What follows belongs to an exercise in optimizing a design on an open flow for small area and a short achievable clock period; a production flow would make more cautious choices. At most, simulation tests tie the RTL to the original design; equivalence was not proved. No activity file was given, so power comes from the tool's default toggle rates.

v6:
Design smp8, start of the top module:
module smp8 (input clk, reset,
output reg [3:0] pc,
input [7:0] instr,
output reg [7:0] AC);
Size: roughly 710 cells after synthesis, about 150 flip-flops, roughly 22 I/O pins.
==> module smp8, before the edit <==
module smp8 (input clk, reset,
output reg [3:0] pc,
input [7:0] instr,
output reg [7:0] AC);
wire [3:0] op = instr[7:4];
wire [3:0] a  = instr[3:0];
reg [7:0] R;
reg       Z;
reg [7:0] RAM [15:0];
wire [15:0] opd = 16'h1 << op;
wire [3:0] lo = 4'h1 << a[1:0];
wire [3:0] hi = 4'h1 << a[3:2];
wire [3:0] hi_ld = hi & {4{opd[1]}};
wire [3:0] hi_st = hi & {4{opd[2]}};
genvar w;
generate for (w = 0; w < 16; w = w + 1) begin : mem_w
  always @(posedge clk)
    if (hi_st[w/4] & lo[w%4]) RAM[w] <= AC;
end endgenerate
reg [7:0] memld;
integer k;
always @(*) begin
  memld = 8'h00;
  for (k = 0; k < 16; k = k + 1)
    memld = memld | (RAM[k] & {8{hi_ld[k/4] & lo[k%4]}});
end
function [7:0] addp(input [7:0] x, input [7:0] z, input cin);
  reg [7:0] g, p, G, P;
  reg [8:0] c;
  integer i;
  begin
    g = x & z; p = x ^ z;
    G = g; P = p;
    G[0] = g[0] | (p[0] & cin);
    G[1] = G[1] | (P[1] & G[0]);  P[1] = P[1] & P[0];
    G[3] = G[3] | (P[3] & G[2]);  P[3] = P[3] & P[2];
    G[5] = G[5] | (P[5] & G[4]);  P[5] = P[5] & P[4];
    G[2] = G[2] | (P[2] & G[1]);
    G[3] = G[3] | (P[3] & G[1]);
    G[6] = G[6] | (P[6] & G[5]);  P[6] = P[6] & P[5];
    G[7] = G[7] | (P[7] & G[5]);  P[7] = P[7] & P[5];
    G[4] = G[4] | (P[4] & G[3]);
    G[5] = G[5] | (P[5] & G[3]);
    G[6] = G[6] | (P[6] & G[3]);
    c = {G[6:0], cin};
    addp = p ^ c[7:0];
  end
endfunction
wire sub = opd[9];
wire [7:0] sum = addp(AC, R ^ {8{sub}}, sub);
wire [7:0] inc = AC + 8'd1;
wire [7:0] acnext = memld
  | (R   & {8{opd[4]}})
  | (sum & {8{opd[8] | opd[9]}})
  | (inc & {8{opd[10]}})
  | ((AC & R) & {8{opd[12]}})
  | ((AC | R) & {8{opd[13]}})
  | ((AC ^ R) & {8{opd[14]}})
  | (~AC & {8{opd[15]}})
  | (AC  & {8{opd[0] | opd[2] | opd[3] | opd[5] | opd[6] | opd[7]}});
wire [7:0] p = AC ^ R;
wire [7:0] g = AC | R;
wire z_and = ~|(AC & R);
wire z_ac0 = ~|AC;
wire z_acff = &AC;
wire z_eq  = ~|p;
wire z_or  = ~|g;
wire z_sum = ~p[0] & &(p[7:1] ~^ g[6:0]);    
wire znext = (z_ac0 & opd[3])
  | (z_sum & (opd[4] | opd[5] | opd[6] | opd[7] | opd[8]))
  | (z_eq & (opd[9] | opd[14]))
  | (z_acff & (opd[10] | opd[15]))
  | opd[11]
  | (z_or & opd[13])
  | (z_and & (opd[0] | opd[1] | opd[2] | opd[12]));
wire jump = opd[5] | (opd[6] & Z) | (opd[7] & ~Z);
always @(posedge clk, posedge reset)
  if (reset) begin
    pc <= 4'h0;
    AC <= 8'h00;
    R  <= 8'h00;
    Z  <= 1'b0;
  end else begin
    pc <= jump ? a : pc + 4'h1;
    AC <= acnext;
    if (opd[3]) R <= AC;
    Z  <= znext;
  end
endmodule
clock: 3.7 ns
lec_check: 0
abc_area: 1
cap_margin: 20
core_margin: 2
core_utilization: 40
cts_buf_list: sky130_fd_sc_hd__clkbuf_8
setup_slack_margin: 1.75
slew_margin: 20
standard.sh (not shown) runs the stock make flow with config.mk's settings and CLKGATE_MAP_FILE= SYNTH_SCRIPT=/design/flow/synth_recipe.tcl, a recipe that flattens the netlist after the stock synthesis.
==> flow/flow/run.sh <==
#!/bin/bash
# Standard ORFS layout with two changes:
#  - Yosys's full-adder extraction is off, so ABC maps the adders itself;
#  - the port buffers that buffer_ports inserts are plain buf_4 cells
#    instead of the delay cells it otherwise picks.
export ADDER_MAP_FILE=
export BUFFER_PORTS_ARGS="-buffer_cell sky130_fd_sc_hd__buf_4"
bash standard.sh > standard.log 2>&1
Inputs modified between v6 and v7:
==> flow/design.v <==
module smp8 (input clk, reset,
output reg [3:0] pc,
input [7:0] instr,
output reg [7:0] AC);
wire [3:0] op = instr[7:4];
wire [3:0] a  = instr[3:0];
reg [7:0] R;
reg       Z;
reg [7:0] RAM [15:0];
wire [15:0] opd = 16'h1 << op;
wire [3:0] lo = 4'h1 << a[1:0];
wire [3:0] hi = 4'h1 << a[3:2];
wire [3:0] hi_ld = hi & {4{opd[1]}};
wire [3:0] hi_st = hi & {4{opd[2]}};
genvar w;
generate for (w = 0; w < 16; w = w + 1) begin : mem_w
  always @(posedge clk)
    if (hi_st[w/4] & lo[w%4]) RAM[w] <= AC;
end endgenerate
wire [7:0] memld = RAM[a] & {8{opd[1]}};
function [7:0] addp(input [7:0] x, input [7:0] z, input cin);
  reg [7:0] g, p, G, P;
  reg [8:0] c;
  integer i;
  begin
    g = x & z; p = x ^ z;
    G = g; P = p;
    G[0] = g[0] | (p[0] & cin);
    G[1] = G[1] | (P[1] & G[0]);  P[1] = P[1] & P[0];
    G[3] = G[3] | (P[3] & G[2]);  P[3] = P[3] & P[2];
    G[5] = G[5] | (P[5] & G[4]);  P[5] = P[5] & P[4];
    G[2] = G[2] | (P[2] & G[1]);
    G[3] = G[3] | (P[3] & G[1]);
    G[6] = G[6] | (P[6] & G[5]);  P[6] = P[6] & P[5];
    G[7] = G[7] | (P[7] & G[5]);  P[7] = P[7] & P[5];
    G[4] = G[4] | (P[4] & G[3]);
    G[5] = G[5] | (P[5] & G[3]);
    G[6] = G[6] | (P[6] & G[3]);
    c = {G[6:0], cin};
    addp = p ^ c[7:0];
  end
endfunction
wire [7:0] sum = addp(AC, R, 1'b0);
wire [7:0] dif = addp(AC, ~R, 1'b1);
wire [7:0] inc = AC + 8'd1;
wire [7:0] acnext = memld
  | (R   & {8{opd[4]}})
  | (sum & {8{opd[8]}})
  | (dif & {8{opd[9]}})
  | (inc & {8{opd[10]}})
  | ((AC & R) & {8{opd[12]}})
  | ((AC | R) & {8{opd[13]}})
  | ((AC ^ R) & {8{opd[14]}})
  | (~AC & {8{opd[15]}})
  | (AC  & {8{opd[0] | opd[2] | opd[3] | opd[5] | opd[6] | opd[7]}});
wire [7:0] p = AC ^ R;
wire [7:0] g = AC | R;
wire z_and = ~|(AC & R);
wire z_ac0 = ~|AC;
wire z_acff = &AC;
wire z_eq  = ~|p;
wire z_or  = ~|g;
wire z_sum = ~p[0] & &(p[7:1] ~^ g[6:0]);    
wire znext = (z_ac0 & opd[3])
  | (z_sum & (opd[4] | opd[5] | opd[6] | opd[7] | opd[8]))
  | (z_eq & (opd[9] | opd[14]))
  | (z_acff & (opd[10] | opd[15]))
  | opd[11]
  | (z_or & opd[13])
  | (z_and & (opd[0] | opd[1] | opd[2] | opd[12]));
wire jump = opd[5] | (opd[6] & Z) | (opd[7] & ~Z);
always @(posedge clk, posedge reset)
  if (reset) begin
    pc <= 4'h0;
    AC <= 8'h00;
    R  <= 8'h00;
    Z  <= 1'b0;
  end else begin
    pc <= jump ? a : pc + 4'h1;
    AC <= acnext;
    if (opd[3]) R <= AC;
    Z  <= znext;
  end
endmodule
### Flow results
Worst setup path startpoint: instr[5] -> v6, instr[4] -> v7
Diff v6..v7 | count of clock buffers in the final design | negligible
Diff v6 -> v7 | part of the cycle the worst path needs | increase of 0.29 points
The routability congestion estimate was comparable across v7 and v6.
Per the final summary, v7 finished and its layout is clean on timing, DRC and antenna.
Reported for v7 and v6, count of standard-cell rows turned out identical to the last digit.
Diff v6 -> v7 | top achievable clock speed | down slightly
Synthesized cell area up 48 um2 in v7 wrt v6
Relative to v6, area of the die has gone up in v7.
Core util | v7 vs v6 | v7 lower
Relative to v6, the register-to-register slack of v7 is higher by 0.08 ns.
Only the layout flow was run in v6; the RTL was not checked for function there.

middle:
smp8 with an RTL version that a note above also has.
For scale: roughly 770 cells after synthesis, about 150 flip-flops, about 0.0071 mm^2 of cells after synthesis.
==> module smp8, before the edit <==
module smp8 (input clk, reset,
output reg [3:0] pc,
input [7:0] instr,
output reg [7:0] AC);
wire [3:0] op = instr[7:4];
wire [3:0] a  = instr[3:0];
reg [7:0] R;
reg       Z;
reg [7:0] RAM [15:0];
wire [15:0] opd = 16'h1 << op;
wire [3:0] lo = 4'h1 << a[1:0];
wire [3:0] hi = 4'h1 << a[3:2];
wire [3:0] hi_ld = hi & {4{opd[1]}};
wire [3:0] hi_st = hi & {4{opd[2]}};
genvar w;
generate for (w = 0; w < 16; w = w + 1) begin : mem_w
  always @(posedge clk)
    if (hi_st[w/4] & lo[w%4]) RAM[w] <= AC;
end endgenerate
wire [7:0] memld = RAM[a] & {8{opd[1]}};
function [7:0] addp(input [7:0] x, input [7:0] z, input cin);
  reg [7:0] g, p, G, P;
  reg [8:0] c;
  integer i;
  begin
    g = x & z; p = x ^ z;
    G = g; P = p;
    G[0] = g[0] | (p[0] & cin);
    G[1] = G[1] | (P[1] & G[0]);  P[1] = P[1] & P[0];
    G[3] = G[3] | (P[3] & G[2]);  P[3] = P[3] & P[2];
    G[5] = G[5] | (P[5] & G[4]);  P[5] = P[5] & P[4];
    G[2] = G[2] | (P[2] & G[1]);
    G[3] = G[3] | (P[3] & G[1]);
    G[6] = G[6] | (P[6] & G[5]);  P[6] = P[6] & P[5];
    G[7] = G[7] | (P[7] & G[5]);  P[7] = P[7] & P[5];
    G[4] = G[4] | (P[4] & G[3]);
    G[5] = G[5] | (P[5] & G[3]);
    G[6] = G[6] | (P[6] & G[3]);
    c = {G[6:0], cin};
    addp = p ^ c[7:0];
  end
endfunction
wire [7:0] sum = addp(AC, R, 1'b0);
wire [7:0] dif = addp(AC, ~R, 1'b1);
wire [7:0] inc = AC + 8'd1;
wire [7:0] acnext = memld
  | (R   & {8{opd[4]}})
  | (sum & {8{opd[8]}})
  | (dif & {8{opd[9]}})
  | (inc & {8{opd[10]}})
  | ((AC & R) & {8{opd[12]}})
  | ((AC | R) & {8{opd[13]}})
  | ((AC ^ R) & {8{opd[14]}})
  | (~AC & {8{opd[15]}})
  | (AC  & {8{opd[0] | opd[2] | opd[3] | opd[5] | opd[6] | opd[7]}});
wire [7:0] p = AC ^ R;
wire [7:0] g = AC | R;
wire z_and = ~|(AC & R);
wire z_ac0 = ~|AC;
wire z_acff = &AC;
wire z_eq  = ~|p;
wire z_or  = ~|g;
wire z_sum = ~p[0] & &(p[7:1] ~^ g[6:0]);    
wire znext = (z_ac0 & opd[3])
  | (z_sum & (opd[4] | opd[5] | opd[6] | opd[7] | opd[8]))
  | (z_eq & (opd[9] | opd[14]))
  | (z_acff & (opd[10] | opd[15]))
  | opd[11]
  | (z_or & opd[13])
  | (z_and & (opd[0] | opd[1] | opd[2] | opd[12]));
wire jump = opd[5] | (opd[6] & Z) | (opd[7] & ~Z);
always @(posedge clk, posedge reset)
  if (reset) begin
    pc <= 4'h0;
    AC <= 8'h00;
    R  <= 8'h00;
    Z  <= 1'b0;
  end else begin
    pc <= jump ? a : pc + 4'h1;
    AC <= acnext;
    if (opd[3]) R <= AC;
    Z  <= znext;
  end
endmodule
export LEC_CHECK = 0
export ABC_AREA = 1
export CAP_MARGIN = 20
export CORE_MARGIN = 2
export CORE_UTILIZATION = 40
export CTS_BUF_LIST = sky130_fd_sc_hd__clkbuf_8
export SETUP_SLACK_MARGIN = 1.75
export SLEW_MARGIN = 20
create_clock -name core_clock -period 3.7 [get_ports {clk}]
==> flow/flow/run.sh <==
#!/bin/bash
# Standard ORFS layout with two changes:
#  - Yosys's full-adder extraction is off, so ABC maps the adders itself;
#  - the port buffers that buffer_ports inserts are plain buf_2 cells
#    instead of the delay cells it otherwise picks.
export ADDER_MAP_FILE=
export BUFFER_PORTS_ARGS="-buffer_cell sky130_fd_sc_hd__buf_2"
bash standard.sh > standard.log 2>&1
middle closes out successfully: all stages finished, all timing, DRC and antenna checks passed.
What west does differently from middle at the input level:
--- a/flow/design.v
+++ b/flow/design.v
@@ -16,9 +16,15 @@
 generate for (w = 0; w < 16; w = w + 1) begin : mem_w
   always @(posedge clk)
     if (hi_st[w/4] & lo[w%4]) RAM[w] <= AC;
 end endgenerate
-wire [7:0] memld = RAM[a] & {8{opd[1]}};
+reg [7:0] memld;
+integer k;
+always @(*) begin
+  memld = 8'h00;
+  for (k = 0; k < 16; k = k + 1)
+    memld = memld | (RAM[k] & {8{hi_ld[k/4] & lo[k%4]}});
+end
 function [7:0] addp(input [7:0] x, input [7:0] z, input cin);
   reg [7:0] g, p, G, P;
   reg [8:0] c;
   integer i;
[summary]
Number of global-route vias before repair, west and middle: smaller value in middle. Of west and middle, the lower DRC violation total after the first TritonRoute iteration belongs to middle. Instance area at placement (higher): middle. Between middle and west, the flow reports internal cell power decreasing by a few percent. Combined buffer and inverter count along the critical path up 1 in west wrt middle.

[re-timing with driven ports]
The flow's constraints put no driver on any port. The routed layouts listed below were extracted and timed again, unchanged, in two steps. Step 1 assumes that a clkbuf_16 drives the clock port and a buf_2 every other input. Step 2 times the ports against the registers' clock, not the clock port: input delays grow and output delays shrink by t, the midpoint of the rising clock arrivals with the driver on. Three values: ideal, step 1, step 2; two values: the first two.
run | shift t [ns] | setup slack, ns | hold slack, ns | worst register clock-pin slew, ns | worst data-port slew with drivers (ns)
v6 | 0.481 | 1.739 / 1.738 / 1.268 | 0.494 / 0.488 / 0.530 | 0.09 / 0.09 | 0.04
v7 | 0.476 | 1.728 / 1.740 / 1.265 | 0.354 / 0.338 / 0.545 | 0.09 / 0.09 | 0.03
middle | 0.492 | 1.782 / 1.744 / 1.355 | 0.205 / 0.187 / 0.544 | 0.09 / 0.09 | 0.05
west | 0.498 | 1.750 / 1.713 / 1.271 | 0.461 / 0.441 / 0.530 | 0.10 / 0.10 | 0.03
After both steps setup and hold are still met in every run listed. For west, which loses most, drivers alone change the setup slack by -0.037 ns; drivers and shift together by -0.479 ns.
